Source: an optimization exercise on an open RTL-to-GDS flow (aim: small area and a short achievable clock period). Production flows keep margins and buffers that such runs may drop.
RTL that was checked went through simulation tests only; none was proved equivalent to the original.
Function not checked in runs 2 and 3: the RTL went through the layout flow alone.

==> flow/design.v (outline; a module is shown in full before it is edited, if it fits) <==
// module MultiTop: 20 lines
// module FA: 4 lines
// module HA: 4 lines
// module BENC: 7 lines
// module NAND2: 3 lines
// module XOR2: 3 lines
// module AND2: 3 lines
// module AO21: 3 lines
// module XNOR: 3 lines
// module PPSEL: 3 lines
// module Multi: 1149 lines
module MultiTop(
    input             clk,
    input      [31:0] a,
    input      [31:0] b,
    output reg [31:0] prod
);
  // ...
==> flow/run.sh <==
#!/bin/bash
# synth_recipe.tcl (not shown) runs the flow's synth.tcl, then flattens the netlist and writes it again
# the make line also repeats each setting of config.mk as NAME=value (left out here)
make -C /OpenROAD-flow-scripts/flow DESIGN_CONFIG=/design/flow/config.mk WORK_HOME=/design/flow/orfs CLKGATE_MAP_FILE= SYNTH_SCRIPT=/design/flow/synth_recipe.tcl finish
==> flow/config.mk <==
export PLATFORM = sky130hd
export DESIGN_NAME = MultiTop
export DESIGN_NICKNAME = MultiTop
export VERILOG_FILES = /design/flow/design.v
export SDC_FILE = /design/flow/constraint.sdc
export NUM_CORES = 4
export LEC_CHECK = 0
export CAP_MARGIN = 20
export CORE_MARGIN = 2
export CORE_UTILIZATION = 40
export SLEW_MARGIN = 75
export SYNTH_HIERARCHICAL = 1
export SYNTH_MINIMUM_KEEP_SIZE = 0
==> flow/constraint.sdc <==
create_clock -name core_clock -period 17.0 [get_ports {clk}]
set_input_delay 3.4000 -clock core_clock [delete_from_list [all_inputs] [get_ports {clk}]]
set_output_delay 3.4000 -clock core_clock [all_outputs]
set_load 0.01 [all_outputs]
==> metrics.md, run 1 <==
| Metric | Value |
|---|---|
| M1 GR Usage | `30.6%` |
| Fraction of area in multi-input gates | `71.2%` |
| Worst-path maximum fanout | `29` |
| Met2 usage | `35.6%` |
| FILL cells | `2,845` |
| Clock-cell share | `2.05%` |
| Cells along the critical path | `buf_6 -> xnor2_1 -> buf_4 -> nand2_4 -> o22ai_1 -> fa_1 -> fa_1 -> fa_1 -> fa_1 -> fa_1 -> fa_1 -> fa_1 -> ha_1 -> and2_1 -> a21o_1 -> a21o_1 -> xor2_1` |
| Netlist cell types | `14` |
| Main area contributors after synthesis | `fa_1 (34%), xnor2_1 (20%), dfxtp_1 (16%)` |
| Most common cell after layout, fill and taps aside | `xnor2_1` |
| Largest net degree at the start of global routing | `38` |
| Via count | `9,337` |
| Status | `timing/DRC/antenna clean` |
| Core Footprint | `0.0304 sq mm` |
| Most frequent cell on the critical path | `fa_1` |
| Multi-input comb cells | `983` |
| Placed cell area | `0.0143 sq mm` |
| Dpl ws | `11,250 ps` |
| Worst EP required | `17,260 ps` |
| Fmax | `174 MHz` |
| Area of the die | `0.0321 sq mm` |
| Min-Delay Endpoint | `prod[0]` |
| Tap cells | `396` |
| WP buf/inv | `2` |
| Fin cells | `1,644` |
| Reg2reg setup slack | `11,250 ps` |
| Synth Area per Inst | `11.1 sq um` |
| Num rows | `64` |
| Crit Path Class | `reg -> reg` |
| Vias per std cell | `5.68` |
| Main synth FF type | `dfxtp_1` |
| Post-route ant nets | `0` |
| GR Util met3 | `3.07%` |
| WHS | `698 ps` |
| HP Start | `b_q[1]` |
| I/O Pins | `97` |
| DRC violations left | `0` |
| Tcrit/Tclk final | `33.8%` |
| Compound-Gate Fraction of Synth Area | `17.8%` |
==> module BENC, before the edit <==
module BENC(input b2, input b1, input b0, output onen, output twon, output neg);
    wire t;
    XNOR xone(.a(b1), .b(b0), .y(onen));
    XOR2 xt(.a(b2), .b(b1), .y(t));
    NAND2 ntwo(.a(t), .b(onen), .y(twon));
    assign neg = b2 & ~(b1 & b0);
endmodule
==> run 2: changes to the inputs <==
--- a/flow/design.v
+++ b/flow/design.v
@@ -23,22 +23,26 @@
     assign s = a ^ b ^ c;
     assign co = (a & b) | (c & (a ^ b));
 endmodule
 module HA(input a, input b, output s, output co);
     assign s = a ^ b;
     assign co = a & b;
 endmodule
 module BENC(input b2, input b1, input b0, output onen, output twon, output neg);
-    wire t;
-    XNOR xone(.a(b1), .b(b0), .y(onen));
+    wire one, t;
+    XOR2 xone(.a(b1), .b(b0), .y(one));
+    INV ione(.a(one), .y(onen));
     XOR2 xt(.a(b2), .b(b1), .y(t));
-    NAND2 ntwo(.a(t), .b(onen), .y(twon));
+    NAND2 ntwo(.a(t), .b(one), .y(twon));
     assign neg = b2 & ~(b1 & b0);
 endmodule
+module INV(input a, output y);
+    assign y = ~a;
+endmodule
 module NAND2(input a, input b, output y);
     assign y = ~(a & b);
 endmodule
 module XOR2(input a, input b, output y);
     assign y = a ^ b;
 endmodule
 module AND2(input a, input b, output y);
     assign y = a & b;
@@ -729,340 +733,344 @@
     FA fa8(.a(pp2[2]), .b(pp3[0]), .c(w20), .s(w27), .co(w28));
     FA fa9(.a(w25), .b(w27), .c(w22), .s(w29), .co(w30));
     FA fa10(.a(pp0[7]), .b(pp1[5]), .c(pp2[3]), .s(w31), .co(w32));
     FA fa11(.a(pp3[1]), .b(w26), .c(w31), .s(w33), .co(w34));
     HA ha7(.a(w28), .b(w33), .s(w35), .co(w36));
     FA fa12(.a(neg4), .b(pp0[8]), .c(pp1[6]), .s(w37), .co(w38));
     FA fa13(.a(pp2[4]), .b(pp3[2]), .c(pp4[0]), .s(w39), .co(w40));
     FA fa14(.a(w32), .b(w37), .c(w39), .s(w41), .co(w42));
-    FA fa15(.a(w34), .b(w41), .c(w36), .s(w43), .co(w44));
-    FA fa16(.a(pp0[9]), .b(pp1[7]), .c(pp2[5]), .s(w45), .co(w46));
-    FA fa17(.a(pp3[3]), .b(pp4[1]), .c(w38), .s(w47), .co(w48));
-    FA fa18(.a(w40), .b(w45), .c(w47), .s(w49), .co(w50));
-    FA fa19(.a(w42), .b(w49), .c(w44), .s(w51), .co(w52));
-    FA fa20(.a(neg5), .b(pp0[10]), .c(pp1[8]), .s(w53), .co(w54));
-    FA fa21(.a(pp2[6]), .b(pp3[4]), .c(pp4[2]), .s(w55), .co(w56));
-    FA fa22(.a(pp5[0]), .b(w46), .c(w53), .s(w57), .co(w58));
-    FA fa23(.a(w55), .b(w48), .c(w57), .s(w59), .co(w60));
-    HA ha8(.a(w50), .b(w59), .s(w61), .co(w62));
-    FA fa24(.a(pp0[11]), .b(pp1[9]), .c(pp2[7]), .s(w63), .co(w64));
-    FA fa25(.a(pp3[5]), .b(pp4[3]), .c(pp5[1]), .s(w65), .co(w66));
-    FA fa26(.a(w54), .b(w56), .c(w63), .s(w67), .co(w68));
-    FA fa27(.a(w65), .b(w58), .c(w67), .s(w69), .co(w70));
-    HA ha9(.a(w60), .b(w69), .s(w71), .co(w72));
-    FA fa28(.a(neg6), .b(pp0[12]), .c(pp1[10]), .s(w73), .co(w74));
-    FA fa29(.a(pp2[8]), .b(pp3[6]), .c(pp4[4]), .s(w75), .co(w76));
-    FA fa30(.a(pp5[2]), .b(pp6[0]), .c(w64), .s(w77), .co(w78));
-    FA fa31(.a(w66), .b(w73), .c(w75), .s(w79), .co(w80));
-    FA fa32(.a(w68), .b(w77), .c(w79), .s(w81), .co(w82));
-    HA ha10(.a(w70), .b(w81), .s(w83), .co(w84));
-    FA fa33(.a(pp0[13]), .b(pp1[11]), .c(pp2[9]), .s(w85), .co(w86));
-    FA fa34(.a(pp3[7]), .b(pp4[5]), .c(pp5[3]), .s(w87), .co(w88));
-    FA fa35(.a(pp6[1]), .b(w74), .c(w76), .s(w89), .co(w90));
-    FA fa36(.a(w85), .b(w87), .c(w78), .s(w91), .co(w92));
-    FA fa37(.a(w80), .b(w89), .c(w91), .s(w93), .co(w94));
-    FA fa38(.a(w82), .b(w84), .c(w93), .s(w95), .co(w96));
-    FA fa39(.a(neg7), .b(pp0[14]), .c(pp1[12]), .s(w97), .co(w98));
-    FA fa40(.a(pp2[10]), .b(pp3[8]), .c(pp4[6]), .s(w99), .co(w100));
-    FA fa41(.a(pp5[4]), .b(pp6[2]), .c(pp7[0]), .s(w101), .co(w102));
-    FA fa42(.a(w86), .b(w88), .c(w97), .s(w103), .co(w104));
-    FA fa43(.a(w99), .b(w101), .c(w90), .s(w105), .co(w106));
-    FA fa44(.a(w103), .b(w92), .c(w105), .s(w107), .co(w108));
-    HA ha11(.a(w94), .b(w107), .s(w109), .co(w110));
-    FA fa45(.a(pp0[15]), .b(pp1[13]), .c(pp2[11]), .s(w111), .co(w112));
-    FA fa46(.a(pp3[9]), .b(pp4[7]), .c(pp5[5]), .s(w113), .co(w114));
-    FA fa47(.a(pp6[3]), .b(pp7[1]), .c(w98), .s(w115), .co(w116));
-    FA fa48(.a(w100), .b(w102), .c(w111), .s(w117), .co(w118));
-    FA fa49(.a(w113), .b(w104), .c(w115), .s(w119), .co(w120));
-    FA fa50(.a(w117), .b(w106), .c(w119), .s(w121), .co(w122));
-    HA ha12(.a(w108), .b(w121), .s(w123), .co(w124));
-    FA fa51(.a(neg8), .b(pp0[16]), .c(pp1[14]), .s(w125), .co(w126));
-    FA fa52(.a(pp2[12]), .b(pp3[10]), .c(pp4[8]), .s(w127), .co(w128));
-    FA fa53(.a(pp5[6]), .b(pp6[4]), .c(pp7[2]), .s(w129), .co(w130));
-    FA fa54(.a(pp8[0]), .b(w112), .c(w114), .s(w131), .co(w132));
-    FA fa55(.a(w125), .b(w127), .c(w129), .s(w133), .co(w134));
-    FA fa56(.a(w116), .b(w118), .c(w131), .s(w135), .co(w136));
-    FA fa57(.a(w133), .b(w120), .c(w135), .s(w137), .co(w138));
-    HA ha13(.a(w122), .b(w137), .s(w139), .co(w140));
-    FA fa58(.a(pp0[17]), .b(pp1[15]), .c(pp2[13]), .s(w141), .co(w142));
-    FA fa59(.a(pp3[11]), .b(pp4[9]), .c(pp5[7]), .s(w143), .co(w144));
-    FA fa60(.a(pp6[5]), .b(pp7[3]), .c(pp8[1]), .s(w145), .co(w146));
-    FA fa61(.a(w126), .b(w128), .c(w130), .s(w147), .co(w148));
-    FA fa62(.a(w141), .b(w143), .c(w145), .s(w149), .co(w150));
-    FA fa63(.a(w132), .b(w134), .c(w147), .s(w151), .co(w152));
-    FA fa64(.a(w149), .b(w136), .c(w151), .s(w153), .co(w154));
-    HA ha14(.a(w138), .b(w153), .s(w155), .co(w156));
-    FA fa65(.a(neg9), .b(pp0[18]), .c(pp1[16]), .s(w157), .co(w158));
-    FA fa66(.a(pp2[14]), .b(pp3[12]), .c(pp4[10]), .s(w159), .co(w160));
-    FA fa67(.a(pp5[8]), .b(pp6[6]), .c(pp7[4]), .s(w161), .co(w162));
-    FA fa68(.a(pp8[2]), .b(pp9[0]), .c(w142), .s(w163), .co(w164));
-    FA fa69(.a(w144), .b(w146), .c(w157), .s(w165), .co(w166));
-    FA fa70(.a(w159), .b(w161), .c(w148), .s(w167), .co(w168));
-    FA fa71(.a(w163), .b(w150), .c(w165), .s(w169), .co(w170));
-    FA fa72(.a(w167), .b(w152), .c(w169), .s(w171), .co(w172));
-    HA ha15(.a(w154), .b(w171), .s(w173), .co(w174));
-    FA fa73(.a(pp0[19]), .b(pp1[17]), .c(pp2[15]), .s(w175), .co(w176));
-    FA fa74(.a(pp3[13]), .b(pp4[11]), .c(pp5[9]), .s(w177), .co(w178));
-    FA fa75(.a(pp6[7]), .b(pp7[5]), .c(pp8[3]), .s(w179), .co(w180));
-    FA fa76(.a(pp9[1]), .b(w158), .c(w160), .s(w181), .co(w182));
-    FA fa77(.a(w162), .b(w175), .c(w177), .s(w183), .co(w184));
-    FA fa78(.a(w179), .b(w164), .c(w166), .s(w185), .co(w186));
-    FA fa79(.a(w181), .b(w183), .c(w168), .s(w187), .co(w188));
-    FA fa80(.a(w170), .b(w185), .c(w187), .s(w189), .co(w190));
-    FA fa81(.a(w172), .b(w174), .c(w189), .s(w191), .co(w192));
-    FA fa82(.a(neg10), .b(pp0[20]), .c(pp1[18]), .s(w193), .co(w194));
-    FA fa83(.a(pp2[16]), .b(pp3[14]), .c(pp4[12]), .s(w195), .co(w196));
-    FA fa84(.a(pp5[10]), .b(pp6[8]), .c(pp7[6]), .s(w197), .co(w198));
-    FA fa85(.a(pp8[4]), .b(pp9[2]), .c(pp10[0]), .s(w199), .co(w200));
-    FA fa86(.a(w176), .b(w178), .c(w180), .s(w201), .co(w202));
-    FA fa87(.a(w193), .b(w195), .c(w197), .s(w203), .co(w204));
-    FA fa88(.a(w199), .b(w182), .c(w184), .s(w205), .co(w206));
-    FA fa89(.a(w201), .b(w203), .c(w186), .s(w207), .co(w208));
-    FA fa90(.a(w205), .b(w188), .c(w207), .s(w209), .co(w210));
-    HA ha16(.a(w190), .b(w209), .s(w211), .co(w212));
-    FA fa91(.a(pp0[21]), .b(pp1[19]), .c(pp2[17]), .s(w213), .co(w214));
-    FA fa92(.a(pp3[15]), .b(pp4[13]), .c(pp5[11]), .s(w215), .co(w216));
-    FA fa93(.a(pp6[9]), .b(pp7[7]), .c(pp8[5]), .s(w217), .co(w218));
-    FA fa94(.a(pp9[3]), .b(pp10[1]), .c(w194), .s(w219), .co(w220));
-    FA fa95(.a(w196), .b(w198), .c(w200), .s(w221), .co(w222));
-    FA fa96(.a(w213), .b(w215), .c(w217), .s(w223), .co(w224));
-    FA fa97(.a(w202), .b(w219), .c(w204), .s(w225), .co(w226));
-    FA fa98(.a(w221), .b(w223), .c(w206), .s(w227), .co(w228));
-    FA fa99(.a(w225), .b(w208), .c(w227), .s(w229), .co(w230));
-    HA ha17(.a(w210), .b(w229), .s(w231), .co(w232));
-    FA fa100(.a(neg11), .b(pp0[22]), .c(pp1[20]), .s(w233), .co(w234));
-    FA fa101(.a(pp2[18]), .b(pp3[16]), .c(pp4[14]), .s(w235), .co(w236));
-    FA fa102(.a(pp5[12]), .b(pp6[10]), .c(pp7[8]), .s(w237), .co(w238));
-    FA fa103(.a(pp8[6]), .b(pp9[4]), .c(pp10[2]), .s(w239), .co(w240));
-    FA fa104(.a(pp11[0]), .b(w214), .c(w216), .s(w241), .co(w242));
-    FA fa105(.a(w218), .b(w233), .c(w235), .s(w243), .co(w244));
-    FA fa106(.a(w237), .b(w239), .c(w220), .s(w245), .co(w246));
-    FA fa107(.a(w222), .b(w224), .c(w241), .s(w247), .co(w248));
-    FA fa108(.a(w243), .b(w245), .c(w226), .s(w249), .co(w250));
-    FA fa109(.a(w247), .b(w228), .c(w249), .s(w251), .co(w252));
-    HA ha18(.a(w230), .b(w251), .s(w253), .co(w254));
-    FA fa110(.a(pp0[23]), .b(pp1[21]), .c(pp2[19]), .s(w255), .co(w256));
-    FA fa111(.a(pp3[17]), .b(pp4[15]), .c(pp5[13]), .s(w257), .co(w258));
-    FA fa112(.a(pp6[11]), .b(pp7[9]), .c(pp8[7]), .s(w259), .co(w260));
-    FA fa113(.a(pp9[5]), .b(pp10[3]), .c(pp11[1]), .s(w261), .co(w262));
-    FA fa114(.a(w234), .b(w236), .c(w238), .s(w263), .co(w264));
-    FA fa115(.a(w240), .b(w255), .c(w257), .s(w265), .co(w266));
-    FA fa116(.a(w259), .b(w261), .c(w242), .s(w267), .co(w268));
-    FA fa117(.a(w244), .b(w263), .c(w265), .s(w269), .co(w270));
-    FA fa118(.a(w246), .b(w267), .c(w248), .s(w271), .co(w272));
-    FA fa119(.a(w269), .b(w250), .c(w271), .s(w273), .co(w274));
-    HA ha19(.a(w252), .b(w273), .s(w275), .co(w276));
-    FA fa120(.a(neg12), .b(pp0[24]), .c(pp1[22]), .s(w277), .co(w278));
-    FA fa121(.a(pp2[20]), .b(pp3[18]), .c(pp4[16]), .s(w279), .co(w280));
-    FA fa122(.a(pp5[14]), .b(pp6[12]), .c(pp7[10]), .s(w281), .co(w282));
-    FA fa123(.a(pp8[8]), .b(pp9[6]), .c(pp10[4]), .s(w283), .co(w284));
-    FA fa124(.a(pp11[2]), .b(pp12[0]), .c(w256), .s(w285), .co(w286));
-    FA fa125(.a(w258), .b(w260), .c(w262), .s(w287), .co(w288));
-    FA fa126(.a(w277), .b(w279), .c(w281), .s(w289), .co(w290));
-    FA fa127(.a(w283), .b(w264), .c(w285), .s(w291), .co(w292));
-    FA fa128(.a(w266), .b(w287), .c(w289), .s(w293), .co(w294));
-    FA fa129(.a(w268), .b(w291), .c(w270), .s(w295), .co(w296));
-    FA fa130(.a(w293), .b(w272), .c(w295), .s(w297), .co(w298));
-    HA ha20(.a(w274), .b(w297), .s(w299), .co(w300));
-    FA fa131(.a(pp0[25]), .b(pp1[23]), .c(pp2[21]), .s(w301), .co(w302));
-    FA fa132(.a(pp3[19]), .b(pp4[17]), .c(pp5[15]), .s(w303), .co(w304));
-    FA fa133(.a(pp6[13]), .b(pp7[11]), .c(pp8[9]), .s(w305), .co(w306));
-    FA fa134(.a(pp9[7]), .b(pp10[5]), .c(pp11[3]), .s(w307), .co(w308));
-    FA fa135(.a(pp12[1]), .b(w278), .c(w280), .s(w309), .co(w310));
-    FA fa136(.a(w282), .b(w284), .c(w301), .s(w311), .co(w312));
-    FA fa137(.a(w303), .b(w305), .c(w307), .s(w313), .co(w314));
-    FA fa138(.a(w286), .b(w288), .c(w290), .s(w315), .co(w316));
-    FA fa139(.a(w309), .b(w311), .c(w313), .s(w317), .co(w318));
-    FA fa140(.a(w292), .b(w294), .c(w315), .s(w319), .co(w320));
-    FA fa141(.a(w317), .b(w296), .c(w319), .s(w321), .co(w322));
-    HA ha21(.a(w298), .b(w321), .s(w323), .co(w324));
-    FA fa142(.a(neg13), .b(pp0[26]), .c(pp1[24]), .s(w325), .co(w326));
-    FA fa143(.a(pp2[22]), .b(pp3[20]), .c(pp4[18]), .s(w327), .co(w328));
-    FA fa144(.a(pp5[16]), .b(pp6[14]), .c(pp7[12]), .s(w329), .co(w330));
-    FA fa145(.a(pp8[10]), .b(pp9[8]), .c(pp10[6]), .s(w331), .co(w332));
-    FA fa146(.a(pp11[4]), .b(pp12[2]), .c(pp13[0]), .s(w333), .co(w334));
-    FA fa147(.a(w302), .b(w304), .c(w306), .s(w335), .co(w336));
-    FA fa148(.a(w308), .b(w325), .c(w327), .s(w337), .co(w338));
-    FA fa149(.a(w329), .b(w331), .c(w333), .s(w339), .co(w340));
-    FA fa150(.a(w310), .b(w312), .c(w314), .s(w341), .co(w342));
-    FA fa151(.a(w335), .b(w337), .c(w339), .s(w343), .co(w344));
-    FA fa152(.a(w316), .b(w318), .c(w341), .s(w345), .co(w346));
-    FA fa153(.a(w343), .b(w320), .c(w345), .s(w347), .co(w348));
-    HA ha22(.a(w322), .b(w347), .s(w349), .co(w350));
-    FA fa154(.a(pp0[27]), .b(pp1[25]), .c(pp2[23]), .s(w351), .co(w352));
-    FA fa155(.a(pp3[21]), .b(pp4[19]), .c(pp5[17]), .s(w353), .co(w354));
-    FA fa156(.a(pp6[15]), .b(pp7[13]), .c(pp8[11]), .s(w355), .co(w356));
-    FA fa157(.a(pp9[9]), .b(pp10[7]), .c(pp11[5]), .s(w357), .co(w358));
-    FA fa158(.a(pp12[3]), .b(pp13[1]), .c(w326), .s(w359), .co(w360));
-    FA fa159(.a(w328), .b(w330), .c(w332), .s(w361), .co(w362));
-    FA fa160(.a(w334), .b(w351), .c(w353), .s(w363), .co(w364));
-    FA fa161(.a(w355), .b(w357), .c(w336), .s(w365), .co(w366));
-    FA fa162(.a(w359), .b(w338), .c(w340), .s(w367), .co(w368));
-    FA fa163(.a(w361), .b(w363), .c(w342), .s(w369), .co(w370));
-    FA fa164(.a(w365), .b(w344), .c(w367), .s(w371), .co(w372));
-    FA fa165(.a(w369), .b(w346), .c(w371), .s(w373), .co(w374));
-    HA ha23(.a(w348), .b(w373), .s(w375), .co(w376));
-    FA fa166(.a(neg14), .b(pp0[28]), .c(pp1[26]), .s(w377), .co(w378));
-    FA fa167(.a(pp2[24]), .b(pp3[22]), .c(pp4[20]), .s(w379), .co(w380));
-    FA fa168(.a(pp5[18]), .b(pp6[16]), .c(pp7[14]), .s(w381), .co(w382));
-    FA fa169(.a(pp8[12]), .b(pp9[10]), .c(pp10[8]), .s(w383), .co(w384));
-    FA fa170(.a(pp11[6]), .b(pp12[4]), .c(pp13[2]), .s(w385), .co(w386));
-    FA fa171(.a(pp14[0]), .b(w352), .c(w354), .s(w387), .co(w388));
-    FA fa172(.a(w356), .b(w358), .c(w377), .s(w389), .co(w390));
-    FA fa173(.a(w379), .b(w381), .c(w383), .s(w391), .co(w392));
-    FA fa174(.a(w385), .b(w360), .c(w362), .s(w393), .co(w394));
-    FA fa175(.a(w364), .b(w387), .c(w389), .s(w395), .co(w396));
-    FA fa176(.a(w391), .b(w366), .c(w393), .s(w397), .co(w398));
-    FA fa177(.a(w368), .b(w395), .c(w370), .s(w399), .co(w400));
-    FA fa178(.a(w397), .b(w372), .c(w399), .s(w401), .co(w402));
-    FA fa179(.a(w374), .b(w376), .c(w401), .s(w403), .co(w404));
-    FA fa180(.a(pp0[29]), .b(pp1[27]), .c(pp2[25]), .s(w405), .co(w406));
-    FA fa181(.a(pp3[23]), .b(pp4[21]), .c(pp5[19]), .s(w407), .co(w408));
-    FA fa182(.a(pp6[17]), .b(pp7[15]), .c(pp8[13]), .s(w409), .co(w410));
-    FA fa183(.a(pp9[11]), .b(pp10[9]), .c(pp11[7]), .s(w411), .co(w412));
-    FA fa184(.a(pp12[5]), .b(pp13[3]), .c(pp14[1]), .s(w413), .co(w414));
-    FA fa185(.a(w378), .b(w380), .c(w382), .s(w415), .co(w416));
-    FA fa186(.a(w384), .b(w386), .c(w405), .s(w417), .co(w418));
-    FA fa187(.a(w407), .b(w409), .c(w411), .s(w419), .co(w420));
-    FA fa188(.a(w413), .b(w388), .c(w390), .s(w421), .co(w422));
-    FA fa189(.a(w392), .b(w415), .c(w417), .s(w423), .co(w424));
-    FA fa190(.a(w419), .b(w394), .c(w396), .s(w425), .co(w426));
-    FA fa191(.a(w421), .b(w423), .c(w398), .s(w427), .co(w428));
-    FA fa192(.a(w425), .b(w400), .c(w427), .s(w429), .co(w430));
-    HA ha24(.a(w402), .b(w429), .s(w431), .co(w432));
-    FA fa193(.a(neg15), .b(pp0[30]), .c(pp1[28]), .s(w433), .co(w434));
-    FA fa194(.a(pp2[26]), .b(pp3[24]), .c(pp4[22]), .s(w435), .co(w436));
-    FA fa195(.a(pp5[20]), .b(pp6[18]), .c(pp7[16]), .s(w437), .co(w438));
-    FA fa196(.a(pp8[14]), .b(pp9[12]), .c(pp10[10]), .s(w439), .co(w440));
-    FA fa197(.a(pp11[8]), .b(pp12[6]), .c(pp13[4]), .s(w441), .co(w442));
-    FA fa198(.a(pp14[2]), .b(pp15[0]), .c(w406), .s(w443), .co(w444));
-    FA fa199(.a(w408), .b(w410), .c(w412), .s(w445), .co(w446));
-    FA fa200(.a(w414), .b(w433), .c(w435), .s(w447), .co(w448));
-    FA fa201(.a(w437), .b(w439), .c(w441), .s(w449), .co(w450));
-    FA fa202(.a(w416), .b(w418), .c(w443), .s(w451), .co(w452));
-    FA fa203(.a(w420), .b(w445), .c(w447), .s(w453), .co(w454));
-    FA fa204(.a(w449), .b(w422), .c(w424), .s(w455), .co(w456));
-    FA fa205(.a(w451), .b(w453), .c(w426), .s(w457), .co(w458));
-    FA fa206(.a(w455), .b(w428), .c(w457), .s(w459), .co(w460));
-    FA fa207(.a(w430), .b(w459), .c(w432), .s(w461), .co(w462));
+    HA ha8(.a(w34), .b(w41), .s(w43), .co(w44));
+    FA fa15(.a(pp0[9]), .b(pp1[7]), .c(pp2[5]), .s(w45), .co(w46));
+    FA fa16(.a(pp3[3]), .b(pp4[1]), .c(w38), .s(w47), .co(w48));
+    FA fa17(.a(w40), .b(w45), .c(w47), .s(w49), .co(w50));
+    HA ha9(.a(w42), .b(w44), .s(w51), .co(w52));
+    FA fa18(.a(neg5), .b(pp0[10]), .c(pp1[8]), .s(w53), .co(w54));
+    FA fa19(.a(pp2[6]), .b(pp3[4]), .c(pp4[2]), .s(w55), .co(w56));
+    FA fa20(.a(pp5[0]), .b(w46), .c(w53), .s(w57), .co(w58));
+    FA fa21(.a(w55), .b(w48), .c(w57), .s(w59), .co(w60));
+    HA ha10(.a(w50), .b(w59), .s(w61), .co(w62));
+    FA fa22(.a(pp0[11]), .b(pp1[9]), .c(pp2[7]), .s(w63), .co(w64));
+    FA fa23(.a(pp3[5]), .b(pp4[3]), .c(pp5[1]), .s(w65), .co(w66));
+    FA fa24(.a(w54), .b(w56), .c(w63), .s(w67), .co(w68));
+    FA fa25(.a(w65), .b(w58), .c(w67), .s(w69), .co(w70));
+    HA ha11(.a(w60), .b(w69), .s(w71), .co(w72));
+    FA fa26(.a(neg6), .b(pp0[12]), .c(pp1[10]), .s(w73), .co(w74));
+    FA fa27(.a(pp2[8]), .b(pp3[6]), .c(pp4[4]), .s(w75), .co(w76));
+    FA fa28(.a(pp5[2]), .b(pp6[0]), .c(w64), .s(w77), .co(w78));
+    FA fa29(.a(w66), .b(w73), .c(w75), .s(w79), .co(w80));
+    FA fa30(.a(w68), .b(w77), .c(w79), .s(w81), .co(w82));
+    HA ha12(.a(w70), .b(w81), .s(w83), .co(w84));
+    FA fa31(.a(pp0[13]), .b(pp1[11]), .c(pp2[9]), .s(w85), .co(w86));
+    FA fa32(.a(pp3[7]), .b(pp4[5]), .c(pp5[3]), .s(w87), .co(w88));
+    FA fa33(.a(pp6[1]), .b(w74), .c(w76), .s(w89), .co(w90));
+    FA fa34(.a(w85), .b(w87), .c(w78), .s(w91), .co(w92));
+    FA fa35(.a(w80), .b(w89), .c(w91), .s(w93), .co(w94));
+    HA ha13(.a(w82), .b(w84), .s(w95), .co(w96));
+    FA fa36(.a(neg7), .b(pp0[14]), .c(pp1[12]), .s(w97), .co(w98));
+    FA fa37(.a(pp2[10]), .b(pp3[8]), .c(pp4[6]), .s(w99), .co(w100));
+    FA fa38(.a(pp5[4]), .b(pp6[2]), .c(pp7[0]), .s(w101), .co(w102));
+    FA fa39(.a(w86), .b(w88), .c(w97), .s(w103), .co(w104));
+    FA fa40(.a(w99), .b(w101), .c(w90), .s(w105), .co(w106));
+    FA fa41(.a(w103), .b(w92), .c(w105), .s(w107), .co(w108));
+    HA ha14(.a(w94), .b(w107), .s(w109), .co(w110));
+    FA fa42(.a(pp0[15]), .b(pp1[13]), .c(pp2[11]), .s(w111), .co(w112));
+    FA fa43(.a(pp3[9]), .b(pp4[7]), .c(pp5[5]), .s(w113), .co(w114));
+    FA fa44(.a(pp6[3]), .b(pp7[1]), .c(w98), .s(w115), .co(w116));
+    FA fa45(.a(w100), .b(w102), .c(w111), .s(w117), .co(w118));
+    FA fa46(.a(w113), .b(w104), .c(w115), .s(w119), .co(w120));
+    FA fa47(.a(w117), .b(w106), .c(w119), .s(w121), .co(w122));
+    HA ha15(.a(w108), .b(w121), .s(w123), .co(w124));
+    FA fa48(.a(neg8), .b(pp0[16]), .c(pp1[14]), .s(w125), .co(w126));
+    FA fa49(.a(pp2[12]), .b(pp3[10]), .c(pp4[8]), .s(w127), .co(w128));
+    FA fa50(.a(pp5[6]), .b(pp6[4]), .c(pp7[2]), .s(w129), .co(w130));
+    FA fa51(.a(pp8[0]), .b(w112), .c(w114), .s(w131), .co(w132));
+    FA fa52(.a(w125), .b(w127), .c(w129), .s(w133), .co(w134));
+    FA fa53(.a(w116), .b(w118), .c(w131), .s(w135), .co(w136));
+    FA fa54(.a(w133), .b(w120), .c(w135), .s(w137), .co(w138));
+    HA ha16(.a(w122), .b(w137), .s(w139), .co(w140));
+    FA fa55(.a(pp0[17]), .b(pp1[15]), .c(pp2[13]), .s(w141), .co(w142));
+    FA fa56(.a(pp3[11]), .b(pp4[9]), .c(pp5[7]), .s(w143), .co(w144));
+    FA fa57(.a(pp6[5]), .b(pp7[3]), .c(pp8[1]), .s(w145), .co(w146));
+    FA fa58(.a(w126), .b(w128), .c(w130), .s(w147), .co(w148));
+    FA fa59(.a(w141), .b(w143), .c(w145), .s(w149), .co(w150));
+    FA fa60(.a(w132), .b(w134), .c(w147), .s(w151), .co(w152));
+    FA fa61(.a(w149), .b(w136), .c(w151), .s(w153), .co(w154));
+    HA ha17(.a(w138), .b(w153), .s(w155), .co(w156));
+    FA fa62(.a(neg9), .b(pp0[18]), .c(pp1[16]), .s(w157), .co(w158));
+    FA fa63(.a(pp2[14]), .b(pp3[12]), .c(pp4[10]), .s(w159), .co(w160));
+    FA fa64(.a(pp5[8]), .b(pp6[6]), .c(pp7[4]), .s(w161), .co(w162));
+    FA fa65(.a(pp8[2]), .b(pp9[0]), .c(w142), .s(w163), .co(w164));
+    FA fa66(.a(w144), .b(w146), .c(w157), .s(w165), .co(w166));
+    FA fa67(.a(w159), .b(w161), .c(w148), .s(w167), .co(w168));
+    FA fa68(.a(w163), .b(w150), .c(w165), .s(w169), .co(w170));
+    FA fa69(.a(w167), .b(w152), .c(w169), .s(w171), .co(w172));
+    HA ha18(.a(w154), .b(w171), .s(w173), .co(w174));
+    FA fa70(.a(pp0[19]), .b(pp1[17]), .c(pp2[15]), .s(w175), .co(w176));
+    FA fa71(.a(pp3[13]), .b(pp4[11]), .c(pp5[9]), .s(w177), .co(w178));
+    FA fa72(.a(pp6[7]), .b(pp7[5]), .c(pp8[3]), .s(w179), .co(w180));
+    FA fa73(.a(pp9[1]), .b(w158), .c(w160), .s(w181), .co(w182));
+    FA fa74(.a(w162), .b(w175), .c(w177), .s(w183), .co(w184));
+    FA fa75(.a(w179), .b(w164), .c(w166), .s(w185), .co(w186));
+    FA fa76(.a(w181), .b(w183), .c(w168), .s(w187), .co(w188));
+    FA fa77(.a(w170), .b(w185), .c(w187), .s(w189), .co(w190));
+    HA ha19(.a(w172), .b(w174), .s(w191), .co(w192));
+    FA fa78(.a(neg10), .b(pp0[20]), .c(pp1[18]), .s(w193), .co(w194));
+    FA fa79(.a(pp2[16]), .b(pp3[14]), .c(pp4[12]), .s(w195), .co(w196));
+    FA fa80(.a(pp5[10]), .b(pp6[8]), .c(pp7[6]), .s(w197), .co(w198));
+    FA fa81(.a(pp8[4]), .b(pp9[2]), .c(pp10[0]), .s(w199), .co(w200));
+    FA fa82(.a(w176), .b(w178), .c(w180), .s(w201), .co(w202));
+    FA fa83(.a(w193), .b(w195), .c(w197), .s(w203), .co(w204));
+    FA fa84(.a(w199), .b(w182), .c(w184), .s(w205), .co(w206));
+    FA fa85(.a(w201), .b(w203), .c(w186), .s(w207), .co(w208));
+    FA fa86(.a(w205), .b(w188), .c(w207), .s(w209), .co(w210));
+    HA ha20(.a(w190), .b(w209), .s(w211), .co(w212));
+    FA fa87(.a(pp0[21]), .b(pp1[19]), .c(pp2[17]), .s(w213), .co(w214));
+    FA fa88(.a(pp3[15]), .b(pp4[13]), .c(pp5[11]), .s(w215), .co(w216));
+    FA fa89(.a(pp6[9]), .b(pp7[7]), .c(pp8[5]), .s(w217), .co(w218));
+    FA fa90(.a(pp9[3]), .b(pp10[1]), .c(w194), .s(w219), .co(w220));
+    FA fa91(.a(w196), .b(w198), .c(w200), .s(w221), .co(w222));
+    FA fa92(.a(w213), .b(w215), .c(w217), .s(w223), .co(w224));
+    FA fa93(.a(w202), .b(w219), .c(w204), .s(w225), .co(w226));
+    FA fa94(.a(w221), .b(w223), .c(w206), .s(w227), .co(w228));
+    FA fa95(.a(w225), .b(w208), .c(w227), .s(w229), .co(w230));
+    HA ha21(.a(w210), .b(w229), .s(w231), .co(w232));
+    FA fa96(.a(neg11), .b(pp0[22]), .c(pp1[20]), .s(w233), .co(w234));
+    FA fa97(.a(pp2[18]), .b(pp3[16]), .c(pp4[14]), .s(w235), .co(w236));
+    FA fa98(.a(pp5[12]), .b(pp6[10]), .c(pp7[8]), .s(w237), .co(w238));
+    FA fa99(.a(pp8[6]), .b(pp9[4]), .c(pp10[2]), .s(w239), .co(w240));
+    FA fa100(.a(pp11[0]), .b(w214), .c(w216), .s(w241), .co(w242));
+    FA fa101(.a(w218), .b(w233), .c(w235), .s(w243), .co(w244));
+    FA fa102(.a(w237), .b(w239), .c(w220), .s(w245), .co(w246));
+    FA fa103(.a(w222), .b(w224), .c(w241), .s(w247), .co(w248));
+    FA fa104(.a(w243), .b(w245), .c(w226), .s(w249), .co(w250));
+    FA fa105(.a(w247), .b(w228), .c(w249), .s(w251), .co(w252));
+    HA ha22(.a(w230), .b(w251), .s(w253), .co(w254));
+    FA fa106(.a(pp0[23]), .b(pp1[21]), .c(pp2[19]), .s(w255), .co(w256));
+    FA fa107(.a(pp3[17]), .b(pp4[15]), .c(pp5[13]), .s(w257), .co(w258));
+    FA fa108(.a(pp6[11]), .b(pp7[9]), .c(pp8[7]), .s(w259), .co(w260));
+    FA fa109(.a(pp9[5]), .b(pp10[3]), .c(pp11[1]), .s(w261), .co(w262));
+    FA fa110(.a(w234), .b(w236), .c(w238), .s(w263), .co(w264));
+    FA fa111(.a(w240), .b(w255), .c(w257), .s(w265), .co(w266));
+    FA fa112(.a(w259), .b(w261), .c(w242), .s(w267), .co(w268));
+    FA fa113(.a(w244), .b(w263), .c(w265), .s(w269), .co(w270));
+    FA fa114(.a(w246), .b(w267), .c(w248), .s(w271), .co(w272));
+    FA fa115(.a(w269), .b(w250), .c(w271), .s(w273), .co(w274));
+    HA ha23(.a(w252), .b(w273), .s(w275), .co(w276));
+    FA fa116(.a(neg12), .b(pp0[24]), .c(pp1[22]), .s(w277), .co(w278));
+    FA fa117(.a(pp2[20]), .b(pp3[18]), .c(pp4[16]), .s(w279), .co(w280));
+    FA fa118(.a(pp5[14]), .b(pp6[12]), .c(pp7[10]), .s(w281), .co(w282));
+    FA fa119(.a(pp8[8]), .b(pp9[6]), .c(pp10[4]), .s(w283), .co(w284));
+    FA fa120(.a(pp11[2]), .b(pp12[0]), .c(w256), .s(w285), .co(w286));
+    FA fa121(.a(w258), .b(w260), .c(w262), .s(w287), .co(w288));
+    FA fa122(.a(w277), .b(w279), .c(w281), .s(w289), .co(w290));
+    FA fa123(.a(w283), .b(w264), .c(w285), .s(w291), .co(w292));
+    FA fa124(.a(w266), .b(w287), .c(w289), .s(w293), .co(w294));
+    FA fa125(.a(w268), .b(w291), .c(w270), .s(w295), .co(w296));
+    FA fa126(.a(w293), .b(w272), .c(w295), .s(w297), .co(w298));
+    HA ha24(.a(w274), .b(w297), .s(w299), .co(w300));
+    FA fa127(.a(pp0[25]), .b(pp1[23]), .c(pp2[21]), .s(w301), .co(w302));
+    FA fa128(.a(pp3[19]), .b(pp4[17]), .c(pp5[15]), .s(w303), .co(w304));
+    FA fa129(.a(pp6[13]), .b(pp7[11]), .c(pp8[9]), .s(w305), .co(w306));
+    FA fa130(.a(pp9[7]), .b(pp10[5]), .c(pp11[3]), .s(w307), .co(w308));
+    FA fa131(.a(pp12[1]), .b(w278), .c(w280), .s(w309), .co(w310));
+    FA fa132(.a(w282), .b(w284), .c(w301), .s(w311), .co(w312));
+    FA fa133(.a(w303), .b(w305), .c(w307), .s(w313), .co(w314));
+    FA fa134(.a(w286), .b(w288), .c(w290), .s(w315), .co(w316));
+    FA fa135(.a(w309), .b(w311), .c(w313), .s(w317), .co(w318));
+    FA fa136(.a(w292), .b(w294), .c(w315), .s(w319), .co(w320));
+    FA fa137(.a(w317), .b(w296), .c(w319), .s(w321), .co(w322));
+    HA ha25(.a(w298), .b(w321), .s(w323), .co(w324));
+    FA fa138(.a(neg13), .b(pp0[26]), .c(pp1[24]), .s(w325), .co(w326));
+    FA fa139(.a(pp2[22]), .b(pp3[20]), .c(pp4[18]), .s(w327), .co(w328));
+    FA fa140(.a(pp5[16]), .b(pp6[14]), .c(pp7[12]), .s(w329), .co(w330));
+    FA fa141(.a(pp8[10]), .b(pp9[8]), .c(pp10[6]), .s(w331), .co(w332));
+    FA fa142(.a(pp11[4]), .b(pp12[2]), .c(pp13[0]), .s(w333), .co(w334));
+    FA fa143(.a(w302), .b(w304), .c(w306), .s(w335), .co(w336));
+    FA fa144(.a(w308), .b(w325), .c(w327), .s(w337), .co(w338));
+    FA fa145(.a(w329), .b(w331), .c(w333), .s(w339), .co(w340));
+    FA fa146(.a(w310), .b(w312), .c(w314), .s(w341), .co(w342));
+    FA fa147(.a(w335), .b(w337), .c(w339), .s(w343), .co(w344));
+    FA fa148(.a(w316), .b(w318), .c(w341), .s(w345), .co(w346));
+    FA fa149(.a(w343), .b(w320), .c(w345), .s(w347), .co(w348));
+    HA ha26(.a(w322), .b(w347), .s(w349), .co(w350));
+    FA fa150(.a(pp0[27]), .b(pp1[25]), .c(pp2[23]), .s(w351), .co(w352));
+    FA fa151(.a(pp3[21]), .b(pp4[19]), .c(pp5[17]), .s(w353), .co(w354));
+    FA fa152(.a(pp6[15]), .b(pp7[13]), .c(pp8[11]), .s(w355), .co(w356));
+    FA fa153(.a(pp9[9]), .b(pp10[7]), .c(pp11[5]), .s(w357), .co(w358));
+    FA fa154(.a(pp12[3]), .b(pp13[1]), .c(w326), .s(w359), .co(w360));
+    FA fa155(.a(w328), .b(w330), .c(w332), .s(w361), .co(w362));
+    FA fa156(.a(w334), .b(w351), .c(w353), .s(w363), .co(w364));
+    FA fa157(.a(w355), .b(w357), .c(w336), .s(w365), .co(w366));
+    FA fa158(.a(w359), .b(w338), .c(w340), .s(w367), .co(w368));
+    FA fa159(.a(w361), .b(w363), .c(w342), .s(w369), .co(w370));
+    FA fa160(.a(w365), .b(w344), .c(w367), .s(w371), .co(w372));
+    FA fa161(.a(w369), .b(w346), .c(w371), .s(w373), .co(w374));
+    HA ha27(.a(w348), .b(w373), .s(w375), .co(w376));
+    FA fa162(.a(neg14), .b(pp0[28]), .c(pp1[26]), .s(w377), .co(w378));
+    FA fa163(.a(pp2[24]), .b(pp3[22]), .c(pp4[20]), .s(w379), .co(w380));
+    FA fa164(.a(pp5[18]), .b(pp6[16]), .c(pp7[14]), .s(w381), .co(w382));
+    FA fa165(.a(pp8[12]), .b(pp9[10]), .c(pp10[8]), .s(w383), .co(w384));
+    FA fa166(.a(pp11[6]), .b(pp12[4]), .c(pp13[2]), .s(w385), .co(w386));
+    FA fa167(.a(pp14[0]), .b(w352), .c(w354), .s(w387), .co(w388));
+    FA fa168(.a(w356), .b(w358), .c(w377), .s(w389), .co(w390));
+    FA fa169(.a(w379), .b(w381), .c(w383), .s(w391), .co(w392));
+    FA fa170(.a(w385), .b(w360), .c(w362), .s(w393), .co(w394));
+    FA fa171(.a(w364), .b(w387), .c(w389), .s(w395), .co(w396));
+    FA fa172(.a(w391), .b(w366), .c(w393), .s(w397), .co(w398));
+    FA fa173(.a(w368), .b(w395), .c(w370), .s(w399), .co(w400));
+    FA fa174(.a(w397), .b(w372), .c(w399), .s(w401), .co(w402));
+    HA ha28(.a(w374), .b(w376), .s(w403), .co(w404));
+    FA fa175(.a(pp0[29]), .b(pp1[27]), .c(pp2[25]), .s(w405), .co(w406));
+    FA fa176(.a(pp3[23]), .b(pp4[21]), .c(pp5[19]), .s(w407), .co(w408));
+    FA fa177(.a(pp6[17]), .b(pp7[15]), .c(pp8[13]), .s(w409), .co(w410));
+    FA fa178(.a(pp9[11]), .b(pp10[9]), .c(pp11[7]), .s(w411), .co(w412));
+    FA fa179(.a(pp12[5]), .b(pp13[3]), .c(pp14[1]), .s(w413), .co(w414));
+    FA fa180(.a(w378), .b(w380), .c(w382), .s(w415), .co(w416));
+    FA fa181(.a(w384), .b(w386), .c(w405), .s(w417), .co(w418));
+    FA fa182(.a(w407), .b(w409), .c(w411), .s(w419), .co(w420));
+    FA fa183(.a(w413), .b(w388), .c(w390), .s(w421), .co(w422));
+    FA fa184(.a(w392), .b(w415), .c(w417), .s(w423), .co(w424));
+    FA fa185(.a(w419), .b(w394), .c(w396), .s(w425), .co(w426));
+    FA fa186(.a(w421), .b(w423), .c(w398), .s(w427), .co(w428));
+    FA fa187(.a(w425), .b(w400), .c(w427), .s(w429), .co(w430));
+    HA ha29(.a(w402), .b(w429), .s(w431), .co(w432));
+    FA fa188(.a(neg15), .b(pp0[30]), .c(pp1[28]), .s(w433), .co(w434));
+    FA fa189(.a(pp2[26]), .b(pp3[24]), .c(pp4[22]), .s(w435), .co(w436));
+    FA fa190(.a(pp5[20]), .b(pp6[18]), .c(pp7[16]), .s(w437), .co(w438));
+    FA fa191(.a(pp8[14]), .b(pp9[12]), .c(pp10[10]), .s(w439), .co(w440));
+    FA fa192(.a(pp11[8]), .b(pp12[6]), .c(pp13[4]), .s(w441), .co(w442));
+    FA fa193(.a(pp14[2]), .b(pp15[0]), .c(w406), .s(w443), .co(w444));
+    FA fa194(.a(w408), .b(w410), .c(w412), .s(w445), .co(w446));
+    FA fa195(.a(w414), .b(w433), .c(w435), .s(w447), .co(w448));
+    FA fa196(.a(w437), .b(w439), .c(w441), .s(w449), .co(w450));
+    FA fa197(.a(w416), .b(w418), .c(w443), .s(w451), .co(w452));
+    FA fa198(.a(w420), .b(w445), .c(w447), .s(w453), .co(w454));
+    FA fa199(.a(w449), .b(w422), .c(w424), .s(w455), .co(w456));
+    FA fa200(.a(w451), .b(w453), .c(w426), .s(w457), .co(w458));
+    FA fa201(.a(w455), .b(w428), .c(w457), .s(w459), .co(w460));
+    HA ha30(.a(w430), .b(w459), .s(w461), .co(w462));
     assign prod[0] = w1;
     assign prod[1] = w3;
     assign prod[2] = w7;
     assign prod[3] = w11;
     assign prod[4] = w17;
     assign prod[5] = w23;
     wire g6, p6;
     HA hgp6(.a(w24), .b(w29), .s(p6), .co(g6));
     wire g7, p7;
     HA hgp7(.a(w30), .b(w35), .s(p7), .co(g7));
-    wire g8 = 1'b0;
-    wire p8 = w43;
-    wire g9 = 1'b0;
-    wire p9 = w51;
+    wire g8, p8;
+    HA hgp8(.a(w36), .b(w43), .s(p8), .co(g8));
+    wire g9, p9;
+    HA hgp9(.a(w49), .b(w51), .s(p9), .co(g9));
     wire g10, p10;
     HA hgp10(.a(w52), .b(w61), .s(p10), .co(g10));
     wire g11, p11;
     HA hgp11(.a(w62), .b(w71), .s(p11), .co(g11));
     wire g12, p12;
     HA hgp12(.a(w72), .b(w83), .s(p12), .co(g12));
-    wire g13 = 1'b0;
-    wire p13 = w95;
+    wire g13, p13;
+    HA hgp13(.a(w93), .b(w95), .s(p13), .co(g13));
     wire g14, p14;
     HA hgp14(.a(w96), .b(w109), .s(p14), .co(g14));
     wire g15, p15;
     HA hgp15(.a(w110), .b(w123), .s(p15), .co(g15));
     wire g16, p16;
     HA hgp16(.a(w124), .b(w139), .s(p16), .co(g16));
     wire g17, p17;
     HA hgp17(.a(w140), .b(w155), .s(p17), .co(g17));
     wire g18, p18;
     HA hgp18(.a(w156), .b(w173), .s(p18), .co(g18));
-    wire g19 = 1'b0;
-    wire p19 = w191;
+    wire g19, p19;
+    HA hgp19(.a(w189), .b(w191), .s(p19), .co(g19));
     wire g20, p20;
     HA hgp20(.a(w192), .b(w211), .s(p20), .co(g20));
     wire g21, p21;
     HA hgp21(.a(w212), .b(w231), .s(p21), .co(g21));
     wire g22, p22;
     HA hgp22(.a(w232), .b(w253), .s(p22), .co(g22));
     wire g23, p23;
     HA hgp23(.a(w254), .b(w275), .s(p23), .co(g23));
     wire g24, p24;
     HA hgp24(.a(w276), .b(w299), .s(p24), .co(g24));
     wire g25, p25;
     HA hgp25(.a(w300), .b(w323), .s(p25), .co(g25));
     wire g26, p26;
     HA hgp26(.a(w324), .b(w349), .s(p26), .co(g26));
     wire g27, p27;
     HA hgp27(.a(w350), .b(w375), .s(p27), .co(g27));
-    wire g28 = 1'b0;
-    wire p28 = w403;
+    wire g28, p28;
+    HA hgp28(.a(w401), .b(w403), .s(p28), .co(g28));
     wire g29, p29;
     HA hgp29(.a(w404), .b(w431), .s(p29), .co(g29));
-    wire g30 = 1'b0;
-    wire p30 = w461;
+    wire g30, p30;
+    HA hgp30(.a(w432), .b(w461), .s(p30), .co(g30));
     wire G7_6;
     AO21 gao7_6(.a1(p7), .a2(g6), .b1(g7), .x(G7_6));
     wire G9_8;
-    AND2 gand9_8(.a(p9), .b(1'b0), .y(G9_8));
+    AO21 gao9_8(.a1(p9), .a2(g8), .b1(g9), .x(G9_8));
     wire P9_8;
     AND2 pand9_8(.a(p9), .b(p8), .y(P9_8));
     wire G10_8;
     AO21 gao10_8(.a1(p10), .a2(G9_8), .b1(g10), .x(G10_8));
     wire P10_8;
     AND2 pand10_8(.a(p10), .b(P9_8), .y(P10_8));
+    wire G12_11;
+    AO21 gao12_11(.a1(p12), .a2(g11), .b1(g12), .x(G12_11));
+    wire P12_11;
+    AND2 pand12_11(.a(p12), .b(p11), .y(P12_11));
+    wire G11_8;
+    AO21 gao11_8(.a1(p11), .a2(G10_8), .b1(g11), .x(G11_8));
+    wire P11_8;
+    AND2 pand11_8(.a(p11), .b(P10_8), .y(P11_8));
+    wire G12_8;
+    AO21 gao12_8(.a1(P12_11), .a2(G10_8), .b1(G12_11), .x(G12_8));
+    wire P12_8;
+    AND2 pand12_8(.a(P12_11), .b(P10_8), .y(P12_8));
     wire G8_6;
-    AND2 gand8_6(.a(p8), .b(G7_6), .y(G8_6));
+    AO21 gao8_6(.a1(p8), .a2(G7_6), .b1(g8), .x(G8_6));
     wire G9_6;
     AO21 gao9_6(.a1(P9_8), .a2(G7_6), .b1(G9_8), .x(G9_6));
     wire G10_6;
     AO21 gao10_6(.a1(P10_8), .a2(G7_6), .b1(G10_8), .x(G10_6));
-    wire G12_11;
-    AO21 gao12_11(.a1(p12), .a2(g11), .b1(g12), .x(G12_11));
-    wire P12_11;
-    AND2 pand12_11(.a(p12), .b(p11), .y(P12_11));
-    wire G13_11;
-    AND2 gand13_11(.a(p13), .b(G12_11), .y(G13_11));
-    wire P13_11;
-    AND2 pand13_11(.a(p13), .b(P12_11), .y(P13_11));
-    wire G14_11;
-    AO21 gao14_11(.a1(p14), .a2(G13_11), .b1(g14), .x(G14_11));
-    wire P14_11;
-    AND2 pand14_11(.a(p14), .b(P13_11), .y(P14_11));
+    wire G11_6;
+    AO21 gao11_6(.a1(P11_8), .a2(G7_6), .b1(G11_8), .x(G11_6));
+    wire G12_6;
+    AO21 gao12_6(.a1(P12_8), .a2(G7_6), .b1(G12_8), .x(G12_6));
+    wire G14_13;
+    AO21 gao14_13(.a1(p14), .a2(g13), .b1(g14), .x(G14_13));
+    wire P14_13;
+    AND2 pand14_13(.a(p14), .b(p13), .y(P14_13));
     wire G16_15;
     AO21 gao16_15(.a1(p16), .a2(g15), .b1(g16), .x(G16_15));
     wire P16_15;
     AND2 pand16_15(.a(p16), .b(p15), .y(P16_15));
-    wire G15_11;
-    AO21 gao15_11(.a1(p15), .a2(G14_11), .b1(g15), .x(G15_11));
-    wire P15_11;
-    AND2 pand15_11(.a(p15), .b(P14_11), .y(P15_11));
-    wire G16_11;
-    AO21 gao16_11(.a1(P16_15), .a2(G14_11), .b1(G16_15), .x(G16_11));
-    wire P16_11;
-    AND2 pand16_11(.a(P16_15), .b(P14_11), .y(P16_11));
-    wire G11_6;
-    AO21 gao11_6(.a1(p11), .a2(G10_6), .b1(g11), .x(G11_6));
-    wire G12_6;
-    AO21 gao12_6(.a1(P12_11), .a2(G10_6), .b1(G12_11), .x(G12_6));
+    wire G15_13;
+    AO21 gao15_13(.a1(p15), .a2(G14_13), .b1(g15), .x(G15_13));
+    wire P15_13;
+    AND2 pand15_13(.a(p15), .b(P14_13), .y(P15_13));
+    wire G16_13;
+    AO21 gao16_13(.a1(P16_15), .a2(G14_13), .b1(G16_15), .x(G16_13));
+    wire P16_13;
+    AND2 pand16_13(.a(P16_15), .b(P14_13), .y(P16_13));
     wire G13_6;
-    AO21 gao13_6(.a1(P13_11), .a2(G10_6), .b1(G13_11), .x(G13_6));
+    AO21 gao13_6(.a1(p13), .a2(G12_6), .b1(g13), .x(G13_6));
     wire G14_6;
-    AO21 gao14_6(.a1(P14_11), .a2(G10_6), .b1(G14_11), .x(G14_6));
+    AO21 gao14_6(.a1(P14_13), .a2(G12_6), .b1(G14_13), .x(G14_6));
     wire G15_6;
-    AO21 gao15_6(.a1(P15_11), .a2(G10_6), .b1(G15_11), .x(G15_6));
+    AO21 gao15_6(.a1(P15_13), .a2(G12_6), .b1(G15_13), .x(G15_6));
     wire G16_6;
-    AO21 gao16_6(.a1(P16_11), .a2(G10_6), .b1(G16_11), .x(G16_6));
+    AO21 gao16_6(.a1(P16_13), .a2(G12_6), .b1(G16_13), .x(G16_6));
     wire G18_17;
     AO21 gao18_17(.a1(p18), .a2(g17), .b1(g18), .x(G18_17));
     wire P18_17;
     AND2 pand18_17(.a(p18), .b(p17), .y(P18_17));
     wire G19_17;
-    AND2 gand19_17(.a(p19), .b(G18_17), .y(G19_17));
+    AO21 gao19_17(.a1(p19), .a2(G18_17), .b1(g19), .x(G19_17));
     wire P19_17;
     AND2 pand19_17(.a(p19), .b(P18_17), .y(P19_17));
     wire G20_17;
     AO21 gao20_17(.a1(p20), .a2(G19_17), .b1(g20), .x(G20_17));
     wire P20_17;
     AND2 pand20_17(.a(p20), .b(P19_17), .y(P20_17));
     wire G22_21;
     AO21 gao22_21(.a1(p22), .a2(g21), .b1(g22), .x(G22_21));
@@ -1096,33 +1104,33 @@
     AO21 gao25_23(.a1(p25), .a2(G24_23), .b1(g25), .x(G25_23));
     wire P25_23;
     AND2 pand25_23(.a(p25), .b(P24_23), .y(P25_23));
     wire G27_26;
     AO21 gao27_26(.a1(p27), .a2(g26), .b1(g27), .x(G27_26));
     wire P27_26;
     AND2 pand27_26(.a(p27), .b(p26), .y(P27_26));
     wire G28_26;
-    AND2 gand28_26(.a(p28), .b(G27_26), .y(G28_26));
+    AO21 gao28_26(.a1(p28), .a2(G27_26), .b1(g28), .x(G28_26));
     wire P28_26;
     AND2 pand28_26(.a(p28), .b(P27_26), .y(P28_26));
     wire G26_23;
     AO21 gao26_23(.a1(p26), .a2(G25_23), .b1(g26), .x(G26_23));
     wire P26_23;
     AND2 pand26_23(.a(p26), .b(P25_23), .y(P26_23));
     wire G27_23;
     AO21 gao27_23(.a1(P27_26), .a2(G25_23), .b1(G27_26), .x(G27_23));
     wire P27_23;
     AND2 pand27_23(.a(P27_26), .b(P25_23), .y(P27_23));
     wire G28_23;
     AO21 gao28_23(.a1(P28_26), .a2(G25_23), .b1(G28_26), .x(G28_23));
     wire P28_23;
     AND2 pand28_23(.a(P28_26), .b(P25_23), .y(P28_23));
     wire G30_29;
-    AND2 gand30_29(.a(p30), .b(g29), .y(G30_29));
+    AO21 gao30_29(.a1(p30), .a2(g29), .b1(g30), .x(G30_29));
     wire P30_29;
     AND2 pand30_29(.a(p30), .b(p29), .y(P30_29));
     wire G29_23;
     AO21 gao29_23(.a1(p29), .a2(G28_23), .b1(g29), .x(G29_23));
     wire P29_23;
     AND2 pand29_23(.a(p29), .b(P28_23), .y(P29_23));
     wire G30_23;
     AO21 gao30_23(.a1(P30_29), .a2(G28_23), .b1(G30_29), .x(G30_23));
==> run 2 against run 1 <==
Net effect: final area barely moved; clock-buffer cell count rose by 1; sequential share of layout area fell by 0.062 points; largest cell class unchanged; worst setup slack improved by 150 ps; via count rose by 0.56%; critical path depth rose by 1.
==> metrics.md, run 2 <==
| Metric | Value |
|---|---|
| Total GRT Usage | `21.8%` |
| Number of max-cap violations | `0` |
| Max-slew violations | `0` |
| Via count | `9,389 (+0.56%)` |
| Endpoints failing setup | `0` |
| Instance count of the mapped netlist | `1,125` |
| HP Start | `b_q[1]` |
| Die Y | `180 um` |
| Area of the die | `0.0324 sq mm (+0.83%)` |
| Synth top cells by count | `o22ai_1 (272), xnor2_1 (272), fa_1 (201), dfxtp_1 (96), xor2_1 (85)` |
| H-tree Lvls | `3` |
| Num rows | `64 (unchanged)` |
| Grt total ovfl | `0` |
| RSZ-0062 raised after global routing | `no` |
| Main synth FF type | `dfxtp_1` |
| IO buf count | `96` |
| Largest regs | `a_q x32, b_q x32, prod x32` |
| Post-cts hold buffer count | `0` |
| Fmax | `178 MHz (+2.6%)` |
| Worst-path maximum fanout | `33 (+14%)` |
| Most common cell after layout, fill and taps aside | `xnor2_1` |
| Hpwl dp | `26,200 um` |
| Number of global-route vias before repair | `9,735` |
| Tcrit/Tclk final | `33.0% (-0.87 points)` |
| Setup bufs post-CTS | `0` |
| Ys Warns | `7` |
| Initial antenna violation count | `0` |
| Status | `timing/DRC/antenna clean` |
| Total CTS buffers | `9` |
| Sink Count | `96` |
| Crit Path Class | `reg -> reg` |
| Clk latency of the worst-skew pair | `380 ps` |
| Wire length per cell | `20.7 um` |
| Post-route ant nets | `0 (unchanged)` |
| Slew @ Worst Pin | `391 ps` |
| Initial core utilization | `40.6%` |
| Main area contributors after synthesis | `fa_1 (32%), xnor2_1 (19%), dfxtp_1 (16%)` |
| Pre-antenna DRT Iters | `5` |
| Area delta synth->final | `18.2%` |
| Core Footprint | `0.0305 sq mm (+0.26%)` |
| Nets | `1,571` |
| CP Capture Type | `flop` |
| Mapped Area | `0.0124 sq mm` |
| WP data arrival | `5870 ps` |
| Clock transition at path regs | `70 ps` |
| Clock Skew | `9.47 ps` |
| Netlist cell types | `13 (-1)` |
| Max-slew headroom | `73.9%` |
| Largest net degree at the start of global routing | `38 (unchanged)` |
| Area share of the leading cell type in the synthesized netlist | `32.5%` |
| Worst Hold Class | `reg -> reg` |
| Post-synth top area cell | `fa_1` |
| Yosys reg bits | `96` |
| Max clock buf depth | `2` |
| EDFF count, synth | `0` |
| Final hold viol count | `0` |
| Synth Area per Inst | `11.0 sq um (-1.1%)` |
| Final wirelength | `34,200 um` |
| Crit path from | `b_q[5]` |
| Gpl congestion | `0.886` |
| I/O Pins | `97 (unchanged)` |
| Root Buffer | `clkbuf_16` |
| Worst EP required | `17,270 ps (about the same)` |
| FILL cells | `2,791 (-1.9%)` |
| Post-CTS Resized | `0` |
| Sequential fraction of the synthesis area | `15.5%` |
| Tmin final | `5600 ps` |
| Syn Nets | `1,446` |
| Most frequent cells in the layout | `xnor2_1 (272), o22ai_1 (266), fa_1 (201)` |
| ANT cells | `0` |
| Setup crit start kind | `flop` |
| Ys async rst share | `0%` |
| Final Util | `48.0%` |
| DRC violations left | `0 (unchanged)` |
| Share of layout cells above drive strength 1 | `9.16%` |
| Drt first-iter violations | `732` |
| Die width | `180 um` |
| Reg2reg start | `b_q[5]` |
| Setup tns final | `0 ps` |
| First-pass GRT wire length | `55,200 um` |
| Vias per std cell | `5.69 (+0.13%)` |
| CTS tree | `done` |
[run 2: cell count changes in the layout (fill, tap and decap cells not counted), moves of 4 or more]
cell     delta
a21o_1      +7
and2_1      -5
buf_2       -4
buf_4       -9
fa_1        -6
ha_1       +12
inv_1       +5
inv_4       +5
xnor2_1     -5
xnor2_2     -9
xor2_1      +7
xor2_2      +7
[run 2: kinds of logic after synthesis]
logic type	after synthesis	share of synthesized area [%]
AO/OA/AOI/OAI	336	18.1
XOR/XNOR	357	25.2
adder cells (fa/ha/maj)	256	38.0
buffers and inverters	39	1.39
flip-flops	96	15.5
AND/OR/NAND/NOR	41	1.77
[run 2: layout make-up]
cell class                      instances  area, sq um  share of cell area [%]
Clock inverter                          6         57.6                   0.393
Inverter                               32          140                   0.957
Sequential cell                        96         1980                    13.5
Timing Repair Buffer                  121         1250                    8.53
Tap cell                              396          495                    3.38
Clock buffer                           10          239                    1.63
Multi-Input combinational cell        990        10500                    71.6
[run 2: modules after synthesis, one instance, submodules excluded]
module / cells inside / area, sq um
FA: 1 / 20.0
NAND2: 1 / 3.75
INV: 1 / 3.75
AO21: 1 / 7.51
PPSEL: 1 / 6.26
BENC: 1 / 11.3
HA: 1 / 12.5
Multi: 25 / 123
XNOR: 1 / 8.76
AND2: 1 / 6.26
XOR2: 1 / 8.76
MultiTop: 96 / 1920
[run 2: layer usage]
layer  part of all wire [%]  track usage [%]
met4                    2.7             7.97
met1                     44             30.0
met3                    5.9             2.82
met5                      0                0
met2                     47             35.1
[run 2: final timing paths]
kind | end | slack (ps) | depth (start not counted)
max | prod[30] | 11400 | 18
min | prod[0] | 710 | 2
max reg2reg | prod[30] | 11400 | 18
min reg2reg | prod[0] | 710 | 2
[run 2: critical path, stage by stage (launching register included)]
cell and delay (ps):
dfxtp_2 330, buf_8 290, xor2_1 200, nand2_2 230, buf_4 270, o22ai_1 260, fa_1 500, fa_1 460
fa_1 530, fa_1 410, ha_1 200, ha_1 280, ha_1 320, a21o_1 210, a21o_1 190, a21o_1 160
a21o_2 270, a21o_1 200, xor2_1 150
[run 2: through the flow]
step	area (sq um)	setup WS (ps)	instances	hold slack [ps]
6_report	14600	11400	1651	712
5_1_grt	14600	11150	1651	738
4_1_cts	14500	11370	1647	885
3_5_place_dp	14200	11390	1631	866
3_3_place_gp	13900	10560	1628	887
2_1_floorplan	12400	10470	1125	895
==> run 3: changes to the inputs <==
--- a/flow/config.mk
+++ b/flow/config.mk
@@ -7,7 +7,7 @@
 export LEC_CHECK = 0
 export CAP_MARGIN = 20
 export CORE_MARGIN = 2
-export CORE_UTILIZATION = 40
+export CORE_UTILIZATION = 60
 export SLEW_MARGIN = 75
 export SYNTH_HIERARCHICAL = 1
 export SYNTH_MINIMUM_KEEP_SIZE = 0
==> run 3 against run 2 <==
Net effect: final area fell by 1.4%; global-route usage rose by 10 points; cell count fell by 7.7%; maximum frequency fell by 2.4%; register-to-register slack got worse by 140 ps; via count rose by 3.2%; largest cell class unchanged.
==> metrics.md, run 3 <==
| Metric | Value |
|---|---|
| Main area contributors after synthesis | `fa_1 (32%), xnor2_1 (19%), dfxtp_1 (16%)` |
| Main synth FF type | `dfxtp_1` |
| CTS tree | `done` |
| Total GRT Usage | `32.2% (+10 points)` |
| Share of layout cells above drive strength 1 | `9.09% (-0.072 points)` |
| ANT cells | `0 (unchanged)` |
| Tmin final | `5740 ps (+137 ps)` |
| Synth top cells by count | `o22ai_1 (272), xnor2_1 (272), fa_1 (201), dfxtp_1 (96), xor2_1 (85)` |
| Core Footprint | `0.0202 sq mm (-34%)` |
| Clock Skew | `15.3 ps (+5.78 ps)` |
| Nets | `1,570 (-0.064%)` |
| Max clock buf depth | `2 (unchanged)` |
| Via count | `9,691 (+3.2%)` |
| Num rows | `52 (-19%)` |
| Top sig layer | `met4` |
| CP Capture Type | `flop` |
| Setup bufs post-CTS | `0 (unchanged)` |
| Post-route ant nets | `0 (unchanged)` |
| Clk latency of the worst-skew pair | `370 ps (about the same)` |
| Final wirelength | `34,000 um (-0.62%)` |
| Grt total ovfl | `0 (unchanged)` |
| Dpl ws | `11,190 ps (-197 ps)` |
| Ys async rst share | `0% (unchanged)` |
| Largest net degree at the start of global routing | `38 (unchanged)` |
| Gpl congestion | `0.945 (+6.7%)` |
| Critical Path Max Stage Delay | `510 ps (-20 ps)` |
| Netlist cell types | `13 (unchanged)` |
| CP max-delay cell | `fa_1` |
| Most frequent cells in the layout | `xnor2_1 (271), o22ai_1 (267), fa_1 (201)` |
| Sink Count | `96 (unchanged)` |
| Status | `timing/DRC/antenna clean` |
| Worst Hold Class | `reg -> reg` |
| Syn Nets | `1,446 (unchanged)` |
| Instance count of the mapped netlist | `1,125 (unchanged)` |
| Post-cts hold buffer count | `0 (unchanged)` |
| Area delta synth->final | `16.5%` |
| Drt first-iter violations | `876 (+20%)` |
| Reg area | `0.00198 sq mm (about the same)` |
| Post-CTS Resized | `0 (unchanged)` |
| Final Util | `71.3% (+23 points)` |
| RSZ-0062 raised after global routing | `no` |
| Max-slew headroom | `74.1% (+0.15 points)` |
| DRC violations left | `0 (unchanged)` |
| Initial antenna violation count | `0 (unchanged)` |
| Root Buffer | `clkbuf_16` |
| Yosys reg bits | `96 (unchanged)` |
[run 3: cell types whose count changed in the layout (fill, tap and decap cells not counted), moves of 2 or more]
| cell | before | now |
|---|---|---|
| inv_6 | 3 | 0 |
| buf_4 | 5 | 8 |
| clkinvlp_4 | 0 | 2 |
| dfxtp_2 | 13 | 15 |
| dlymetal6s2s_1 | 2 | 0 |
[run 3: kinds of logic (layout without fill, tap and decap cells)]
kind of cell | count (synthesis) | count (layout) | synth area share (%)
simple gates | 41 | 41 | 1.77
flops | 96 | 96 | 15.5
compound gates | 336 | 336 | 18.1
xor+xnor | 357 | 357 | 25.2
buf+inv | 39 | 168 | 1.39
fa+ha+maj | 256 | 256 | 38.0
[run 3: area by class of cell]
type	instances	area share, %
multi-input combinational	990	72.5
sequential	96	13.7
timing repair buffer	120	8.42
tap	270	2.34
clock buffer	9	1.56
inverter	32	0.928
clock inverter	7	0.555
[run 3: critical path: cells and delay by family (launching register included)]
family          cells  cell delay, ps
simple gates        1             210
compound gates      6            1210
buf+inv             2             560
xor+xnor            2             430
flops               1             340
fa+ha+maj           7            2860
[run 3: final timing paths]
path	startpoint	end	cells after the start	slack, ps
worst max-delay path	b_q[3]	prod[31]	18	11260
worst min-delay path	b_q[1]	prod[0]	2	870
worst max register to register	b_q[3]	prod[31]	18	11260
worst min register to register	b_q[1]	prod[0]	2	870
[run 3: Yosys stat by module (local to each module, per instance), excerpt]
module  flip-flops and latches  copies in the design  cells  area (sq um)
XNOR                         0                   272      1          8.76
FA                           0                   201      1          20.0
PPSEL                        0                   272      1          6.26
HA                           0                    55      1          12.5
AND2                         0                    25      1          6.26
BENC                         0                    15      1          11.3
INV                          0                    15      1          3.75
NAND2                        0                    15      1          3.75
AO21                         0                    49      1          7.51
[run 3: metal layers]
metal | up-vias | track usage [%]
li1 | 4310 | -
met1 | 4760 | 44.9
met2 | 538 | 51.0
met3 | 83 | 5.93
met4 | 0 | 11.0
met5 | - | 0
[run 3: metrics by stage]
step | hold slack [ps] | instances
after floorplan | 895 | 1125
after global placement | 848 | 1504
after detailed placement | 860 | 1507
after CTS | 887 | 1523
after global routing | 924 | 1524
final | 875 | 1524

## what the ideal ports hide
The results above use ideal ports. As a check the final layouts listed here were re-extracted and re-timed, cells and wires unchanged.
Step 1: set_driving_cell puts a clkbuf_16 on clk and a buf_2 on each other input, an assumption about the parent block.
Step 2 times the ports against the registers' clock, not the clock port: input delays grow and output delays shrink by t, the midpoint of the rising clock arrivals with the driver on.
a / b / c = ideal ports / drivers / drivers and shift; a / b = the first two.
| run | t (ns) | setup WS [ns] | worst hold slack (ns) | latest minus earliest clock arrival (ns) | worst register clock-pin slew, ns |
|---|---|---|---|---|---|
| run 1 | 0.418 | 11.248 / 11.248 / 11.248 | 0.698 / 0.698 / 0.698 | 0.015 / 0.016 | 0.08 / 0.08 |
| run 2 | 0.426 | 11.395 / 11.395 / 11.395 | 0.712 / 0.712 / 0.712 | 0.010 / 0.009 | 0.08 / 0.08 |
| run 3 | 0.412 | 11.259 / 11.259 / 11.259 | 0.875 / 0.875 / 0.875 | 0.018 / 0.018 | 0.09 / 0.09 |
After both steps setup and hold are still met in every run listed.
